Background: an optimization exercise with open tools, aiming at small area. Do not read the settings as production practice. The RTL was checked by simulation tests, not by an equivalence proof against the original design.

==> inputs of job 8671 <==
## tv80a
module tv80a ( 
  m1_n, mreq_n, iorq_n, rd_n, wr_n, rfsh_n, halt_n, busak_n, A, dout,
  reset_n, clk, wait_n, int_n, nmi_n, busrq_n, di
  );
clock: 20.0 ns
lec_check: 0
cap_margin: 18
core_margin: 2
core_utilization: 35
gpl_timing_driven: 0
slew_margin: 18
synth_hierarchical: 1
synth_minimum_keep_size: 0
standard.sh (not shown) runs the stock make flow with config.mk's settings and CLKGATE_MAP_FILE= SYNTH_SCRIPT=/design/flow/synth_recipe.tcl, a recipe that flattens the netlist after the stock synthesis.
==> flow/flow/run.sh <==
#!/bin/bash
# Own flow: the standard layout (standard.sh), with these changes:
#  - synthesis maps the combinational logic of each module with an
#    area-oriented abc script (see my_synth.tcl; registers are mapped before
#    abc, exactly as in the standard synthesis);
#  - ports are buffered with the smallest buffer;
#  - CTS uses no dummy loads and clkbuf_8 buffers.
# Each tool's output goes to a log file in this folder.
set -euo pipefail
W=$(pwd)
F=$W/flow
export MY_ABC_SCRIPT=$F/abc_area_deep.script
CTS="-sink_clustering_enable -repair_clock_nets -dont_use_dummy_load -buf_list sky130_fd_sc_hd__clkbuf_8 -sink_clustering_size 12 -sink_clustering_max_diameter 80"
bash standard.sh SYNTH_SCRIPT=$F/my_synth.tcl "CTS_ARGS=$CTS" \
  "BUFFER_PORTS_ARGS=-buffer_cell sky130_fd_sc_hd__buf_1" finish > $W/flow_make.log 2>&1
cp orfs/logs/sky130hd/tv80a/base/*.log $W/ 2>/dev/null || true
test -f out/final.def
==> flow/flow/abc_area_deep.script <==
&get -n
&st
&deepsyn -T 30
&st
&deepsyn -T 30 -S 3
&dch -f
&nf -a -p -F 8 -A 4
&put
mfs2 -a
&get -n
&st
&dch -f
&nf -a -p -F 8 -A 4
&put
mfs2 -a
&get -n
&st
&dch -f
&nf -a -p -F 8 -A 4
&put
topo
==> flow/flow/my_synth.tcl <==
# The standard synthesis script (synth_recipe.tcl), with one change: the
# combinational logic is mapped by abc with an area-oriented script
# (flow/abc_area_deep.script) instead of ORFS's speed script. Registers are
# mapped before abc, so they are the same as the standard synthesis's.
proc synth {args} { yosys synth -nofsm -noshare {*}$args }
proc abc {args} {
  set i [lsearch $args -script]
  lset args [expr {$i+1}] $::env(MY_ABC_SCRIPT)
  set j [lsearch $args -D]
  if {$j >= 0} { set args [lreplace $args $j [expr {$j+1}]] }
  puts "my_synth: abc $args"
  yosys abc {*}$args
}
source $::env(SCRIPTS_DIR)/synth.tcl
# left out here: clear keep_hierarchy, flatten, clean up, hide names made inside functions, write 1_2_yosys.v
==> job 3272: changes against job 8671 <==
--- a/flow/design.v
+++ b/flow/design.v
@@ -2658,14 +2658,15 @@
   reg [2:0]     RegAddrC;
   reg           RegWEH;
   reg           RegWEL;
   reg           Alternate;
   reg [15:0]    TmpAddr;         
   reg [7:0]     IR;              
   reg [1:0]     ISet;            
+  reg [15:0]    RegBusA_r;
   reg [15:0]    ID16;
   reg [7:0]     Save_Mux;
   reg [6:0]     tstate;
   reg [6:0]     mcycle;
   reg           last_mcycle, last_tstate;
   reg           IntE_FF1;
   reg           IntE_FF2;
@@ -3359,32 +3360,17 @@
                   IncDecZ <= 1'b0;
                 end 
               else 
                 begin
                   IncDecZ <= 1'b1;
                 end
             end
+          RegBusA_r <= RegBusA;
         end
     end  
-  reg           DHswap0, DHswap1;
-  wire [1:0]    DHswap = { DHswap1, DHswap0 };
-  always @ (posedge clk)
-    begin
-      if (ClkEn == 1'b1 && ExchangeDH == 1'b1 && tstate[4] && Alternate == 1'b0)
-        DHswap0 <= ~ DHswap0;
-      if (ClkEn == 1'b1 && ExchangeDH == 1'b1 && tstate[4] && Alternate == 1'b1)
-        DHswap1 <= ~ DHswap1;
-    end
-  function [2:0] dh_map;
-    input [2:0] a;
-    input [1:0] swp;
-    begin
-      dh_map = (swp[a[2]] && (a[1] ^ a[0])) ? { a[2], ~a[1:0] } : a;
-    end
-  endfunction
   always @( Alternate or ExchangeDH or IncDec_16
 	   or RegAddrA_r or RegAddrB_r or XY_State or mcycle or tstate)
     begin
       if ((tstate[2] || (tstate[3] && mcycle[0] && IncDec_16[2] == 1'b1)) && XY_State == 2'b00)
         RegAddrA = { Alternate, IncDec_16[1:0] };
       else if ((tstate[2] || (tstate[3] && mcycle[0] && IncDec_16[2] == 1'b1)) && IncDec_16[1:0] == 2'b10)
         RegAddrA = { XY_State[1], 2'b11 };
@@ -3413,46 +3399,61 @@
               begin
                 RegWEH = ~ Read_To_Reg_r[0];
                 RegWEL = Read_To_Reg_r[0];
               end  
             default : ;
           endcase  
         end  
+      if (ExchangeDH && (tstate[3] || tstate[4]) ) 
+        begin
+          RegWEH = 1'b1;
+          RegWEL = 1'b1;
+        end
       if (IncDec_16[2] && ((tstate[2] && wait_n && ~mcycle[0]) || (tstate[3] && mcycle[0])) ) 
         begin
           case (IncDec_16[1:0])
             2'b00 , 2'b01 , 2'b10 :
               begin
                 RegWEH = 1'b1;
                 RegWEL = 1'b1;
               end  
             default : ;
           endcase
         end
     end  
-  always @( ExchangeDH or ID16 or IncDec_16
+  always @( ExchangeDH or ID16 or IncDec_16 or RegBusA_r
 	   or RegBusB or Save_Mux or mcycle or tstate)
     begin
       RegDIH = Save_Mux;
       RegDIL = Save_Mux;
-      if (IncDec_16[2] == 1'b1 && ((tstate[2] && ~mcycle[0]) || (tstate[3] && mcycle[0])) ) 
+      if (ExchangeDH == 1'b1 && tstate[3] ) 
+        begin
+          RegDIH = RegBusB[15:8];
+          RegDIL = RegBusB[7:0];
+        end
+      else if (ExchangeDH == 1'b1 && tstate[4] ) 
+        begin
+          RegDIH = RegBusA_r[15:8];
+          RegDIL = RegBusA_r[7:0];
+        end
+      else if (IncDec_16[2] == 1'b1 && ((tstate[2] && ~mcycle[0]) || (tstate[3] && mcycle[0])) ) 
         begin
           RegDIH = ID16[15:8];
           RegDIL = ID16[7:0];
         end
     end
   tv80_reg i_reg
     (
      .clk                  (clk),
      .CEN                  (ClkEn),
      .WEH                  (RegWEH),
      .WEL                  (RegWEL),
-     .AddrA                (dh_map(RegAddrA, DHswap)),
-     .AddrB                (dh_map(RegAddrB, DHswap)),
-     .AddrC                (dh_map(RegAddrC, DHswap)),
+     .AddrA                (RegAddrA),
+     .AddrB                (RegAddrB),
+     .AddrC                (RegAddrC),
      .DIH                  (RegDIH),
      .DIL                  (RegDIL),
      .DOAH                 (RegBusA[15:8]),
      .DOAL                 (RegBusA[7:0]),
      .DOBH                 (RegBusB[15:8]),
      .DOBL                 (RegBusB[7:0]),
      .DOCH                 (RegBusC[15:8]),
@@ -3734,33 +3735,34 @@
         begin
           PC16_B = -2;
         end
       else
         begin
           PC16_B = 1;
         end
-      if (tstate[3] && mcycle[5])
+      if (tstate[3])
         begin
           SP16_A = RegBusC;
           SP16_B = { {8{DI_Reg[7]}}, DI_Reg };
         end
       else
         begin
-          if (IncDec_16[1:0] == 2'b11)
-            SP16_A = SP;
-          else
-            SP16_A = RegBusA;
+          SP16_A = SP;
           if (IncDec_16[3] == 1'b1)
             SP16_B = -1;
           else
             SP16_B = 1;
         end
+      if (IncDec_16[3])  
+        ID16_B = -1;
+      else
+        ID16_B = 1;
+      ID16 = RegBusA + ID16_B;
       PC16 = PC + PC16_B;
       SP16 = SP16_A + SP16_B;
-      ID16 = SP16;
     end  
   always @( IntCycle or NMICycle or mcycle)
     begin
       Auto_Wait = 1'b0;
       if (IntCycle == 1'b1 || NMICycle == 1'b1 ) 
         begin
           if (mcycle[0] ) 
==> flow/run.sh (new file) <==
#!/bin/bash
# synth_recipe.tcl (not shown) runs the flow's synth.tcl, then flattens the netlist and writes it again
# the make line also repeats each setting of config.mk as NAME=value (left out here)
make -C /OpenROAD-flow-scripts/flow DESIGN_CONFIG=/design/flow/config.mk WORK_HOME=/design/flow/orfs CLKGATE_MAP_FILE= SYNTH_SCRIPT=/design/flow/synth_recipe.tcl finish
==> flow/config.mk (replaced) <==
export PLATFORM = sky130hd
export DESIGN_NAME = tv80a
export DESIGN_NICKNAME = tv80a
export VERILOG_FILES = /design/flow/design.v
export SDC_FILE = /design/flow/constraint.sdc
export NUM_CORES = 4
export LEC_CHECK = 0
export CAP_MARGIN = 20
export CORE_MARGIN = 2
export CORE_UTILIZATION = 30
export SLEW_MARGIN = 20
removed: flow/flow/run.sh
removed: flow/flow/abc_area_deep.script
removed: flow/flow/my_synth.tcl
removed: flow/standard.sh
==> job 2521: changes against job 8671 <==
--- a/flow/design.v
+++ b/flow/design.v
@@ -360,28 +360,29 @@
   ( 
   MCycles, TStates, Prefix, Inc_PC, Inc_WZ, IncDec_16, Read_To_Reg, 
   Read_To_Acc, Set_BusA_To, Set_BusB_To, ALU_Op, Save_ALU, PreserveC, 
   Arith16, Set_Addr_To, IORQ, Jump, JumpE, JumpXY, Call, RstP, LDZ, 
   LDW, LDSPHL, Special_LD, ExchangeDH, ExchangeRp, ExchangeAF, 
   ExchangeRS, I_DJNZ, I_CPL, I_CCF, I_SCF, I_RETN, I_BT, I_BC, I_BTR, 
   I_RLD, I_RRD, I_INRC, SetDI, SetEI, IMode, Halt, NoRead, Write, 
-  IR, ISet, MCycle, F, NMICycle, IntCycle
+  IR, ISet, MCycle_b, F, NMICycle, IntCycle
   );
   parameter             Mode   = 0;
   parameter             Flag_C = 0;
   parameter             Flag_N = 1;
   parameter             Flag_P = 2;
   parameter             Flag_X = 3;
   parameter             Flag_H = 4;
   parameter             Flag_Y = 5;
   parameter             Flag_Z = 6;
   parameter             Flag_S = 7;
   input [7:0]           IR;
   input [1:0]           ISet                    ;
-  input [6:0]           MCycle                  ;
+  input [2:0]           MCycle_b                ;
+  wire [6:0]            MCycle = 7'b0000001 << MCycle_b;
   input [7:0]           F                       ;
   input                 NMICycle                ;
   input                 IntCycle                ;
   output [2:0]          MCycles                 ;
   output [2:0]          TStates                 ;
   output [1:0]          Prefix                  ;  
   output                Inc_PC                  ;
@@ -2660,16 +2661,18 @@
   reg           RegWEL;
   reg           Alternate;
   reg [15:0]    TmpAddr;         
   reg [7:0]     IR;              
   reg [1:0]     ISet;            
   reg [15:0]    ID16;
   reg [7:0]     Save_Mux;
-  reg [6:0]     tstate;
-  reg [6:0]     mcycle;
+  reg [2:0]     ts_b;
+  reg [2:0]     mc_b;
+  wire [6:0]    tstate = 7'b0000001 << ts_b;
+  wire [6:0]    mcycle = 7'b0000001 << mc_b;
   reg           last_mcycle, last_tstate;
   reg           IntE_FF1;
   reg           IntE_FF2;
   reg           Halt_FF;
   reg           BusReq_s;
   reg           BusAck;
   reg           ClkEn;
@@ -2750,15 +2753,15 @@
   reg [15:0]     SP16, SP16_A, SP16_B;
   reg [15:0]     ID16_B;
   reg            Oldnmi_n;
   tv80_mcode #(Mode, Flag_C, Flag_N, Flag_P, Flag_X, Flag_H, Flag_Y, Flag_Z, Flag_S) i_mcode
     (
      .IR                   (IR),
      .ISet                 (ISet),
-     .MCycle               (mcycle),
+     .MCycle_b             (mc_b),
      .F                    (F),
      .NMICycle             (NMICycle),
      .IntCycle             (IntCycle),
      .MCycles              (mcycles_d),
      .TStates              (tstates),
      .Prefix               (Prefix),
      .Inc_PC               (Inc_PC),
@@ -3583,16 +3586,16 @@
             end
         end
     end
   always @ (posedge clk or negedge reset_n)
     begin
       if (reset_n == 1'b0 ) 
         begin
-          mcycle <= 7'b0000001;
-          tstate <= 7'b0000001;
+          mc_b <= 3'd0;
+          ts_b <= 3'd0;
           Pre_XY_F_M <= 3'b000;
           Halt_FF <= 1'b0;
           BusAck <= 1'b0;
           NMICycle <= 1'b0;
           IntCycle <= 1'b0;
           IntE_FF1 <= 1'b0;
           IntE_FF2 <= 1'b0;
@@ -3663,34 +3666,34 @@
                         end
                       if (BusReq_s == 1'b1 ) 
                         begin
                           BusAck <= 1'b1;
                         end 
                       else 
                         begin
-                          tstate <= 7'b0000010;
+                          ts_b <= 3'd1;
                           if (NextIs_XY_Fetch == 1'b1 ) 
                             begin
-                              mcycle <= 7'b0100000;
+                              mc_b <= 3'd5;
                               Pre_XY_F_M <= mcyc_to_number(mcycle);
                               if (IR == 8'b00110110 && Mode == 0 ) 
                                 begin
                                   Pre_XY_F_M <= 3'b010;
                                 end
                             end 
                           else if ((mcycle[6]) || (mcycle[5] && Mode == 1 && ISet != 2'b01) ) 
                             begin
-                              mcycle <= number_to_bitvec(Pre_XY_F_M + 1);
+                              mc_b <= Pre_XY_F_M;
                             end 
                           else if ((last_mcycle) ||
                                    No_BTR == 1'b1 ||
                                    (mcycle[1] && I_DJNZ == 1'b1 && IncDecZ == 1'b1) ) 
                             begin
                               m1_n <= 1'b0;
-                              mcycle <= 7'b0000001;
+                              mc_b <= 3'd0;
                               IntCycle <= 1'b0;
                               NMICycle <= 1'b0;
                               if (NMI_s == 1'b1 && Prefix == 2'b00 ) 
                                 begin
                                   NMICycle <= 1'b1;
                                   IntE_FF1 <= 1'b0;
                                 end 
@@ -3699,24 +3702,24 @@
                                   IntCycle <= 1'b1;
                                   IntE_FF1 <= 1'b0;
                                   IntE_FF2 <= 1'b0;
                                 end
                             end 
                           else 
                             begin
-                              mcycle <= { mcycle[5:0], mcycle[6] };
+                              mc_b <= (mc_b == 3'd6) ? 3'd0 : mc_b + 3'd1;
                             end
                         end
                     end 
                   else 
                     begin    
                       if ( ~(Auto_Wait == 1'b1 && Auto_Wait_t2 == 1'b0) &&
                            ~(IOWait == 1 && iorq_i == 1'b1 && Auto_Wait_t1 == 1'b0) ) 
                         begin
-                          tstate <= { tstate[5:0], tstate[6] };
+                          ts_b <= (ts_b == 3'd6) ? 3'd0 : ts_b + 3'd1;
                         end
                     end
                 end
               if (tstate[0]) 
                 begin
                   m1_n <= 1'b0;
                 end
==> flow/flow/run.sh (replaced) <==
#!/bin/bash
# Own flow: the standard layout (standard.sh), with these changes:
#  - synthesis maps the combinational logic of each module with an
#    area-oriented abc script (see my_synth.tcl; registers are mapped before
#    abc, exactly as in the standard synthesis), and leaves adders to abc
#    instead of mapping them to full/half-adder cells first;
#  - ports are buffered with the smallest buffer;
#  - CTS uses no dummy loads and clkbuf_8 buffers.
# Each tool's output goes to a log file in this folder.
set -euo pipefail
W=$(pwd)
F=$W/flow
export MY_ABC_SCRIPT=$F/abc_area_deep.script
CTS="-sink_clustering_enable -repair_clock_nets -dont_use_dummy_load -buf_list sky130_fd_sc_hd__clkbuf_8 -sink_clustering_size 12 -sink_clustering_max_diameter 80"
bash standard.sh SYNTH_SCRIPT=$F/my_synth.tcl ADDER_MAP_FILE= RECOVER_POWER=100 "CTS_ARGS=$CTS" \
  "BUFFER_PORTS_ARGS=-buffer_cell sky130_fd_sc_hd__buf_1" finish > $W/flow_make.log 2>&1
cp orfs/logs/sky130hd/tv80a/base/*.log $W/ 2>/dev/null || true
test -f out/final.def
==> flow/config.mk (replaced) <==
export PLATFORM = sky130hd
export DESIGN_NAME = tv80a
export DESIGN_NICKNAME = tv80a
export VERILOG_FILES = /design/flow/design.v
export SDC_FILE = /design/flow/constraint.sdc
export NUM_CORES = 4
export LEC_CHECK = 0
export CAP_MARGIN = 25
export CORE_MARGIN = 2
export CORE_UTILIZATION = 35
export GPL_TIMING_DRIVEN = 0
export SLEW_MARGIN = 18
export SYNTH_HIERARCHICAL = 1
export SYNTH_MINIMUM_KEEP_SIZE = 0
==> results.sh <==
export IMPL_nFillCells=7075
export IMPL_seq_area_um2=9420
export IMPL_hold_end="i_tv80_core.Ap[3]"
export IMPL_cts_buffers=37
export IMPL_buffer_area_frac=0.0306
export IMPL_slew_violations=312
export IMPL_pre_cts_slack_ns=4.96
export IMPL_cp_cell_sequence="o21bai_1, a2111oi_0, nor2_1, buf_1"
export IMPL_buffers=113
export IMPL_maxCapViolCount=11
export IMPL_n_all_inverters=66
export IMPL_so_violations="max-capacitance violations, max-slew violations"
export IMPL_outcome="complete, but fails checks"
export IMPL_utilization=0.393
That was job 2521.
==> results.sh <==
export IMPL_slew_violations=0
export IMPL_hold_end="i_tv80_core.BTR_r"
export IMPL_nFillCells=12500
export IMPL_pre_cts_slack_ns=4.79
export IMPL_maxCapViolCount=0
export IMPL_buffers=211
export IMPL_n_all_inverters=137
export IMPL_seq_area_um2=10100
export IMPL_cp_cell_sequence="nor2_1, a21oi_1, a21oi_1, clkdlybuf4s50_1"
export IMPL_outcome="timing/DRC/antenna clean"
export IMPL_utilization=0.333
That was job 3272.
==> results.sh <==
export IMPL_seq_area_um2=9630
export IMPL_yosysMostFrequentCell="nor2_1"
export IMPL_cts_buffers=39
export IMPL_outcome="timing/DRC/antenna clean"
export IMPL_buffer_area_frac=0.0328
export IMPL_maxCapViolCount=0
export IMPL_utilization=0.394
export IMPL_n_all_inverters=108
export IMPL_nFillCells=7385
export IMPL_gp_congestion=1.02
export IMPL_hold_end="i_tv80_core.Fp[0]"
export IMPL_pre_cts_slack_ns=4.91
That was job 8671.
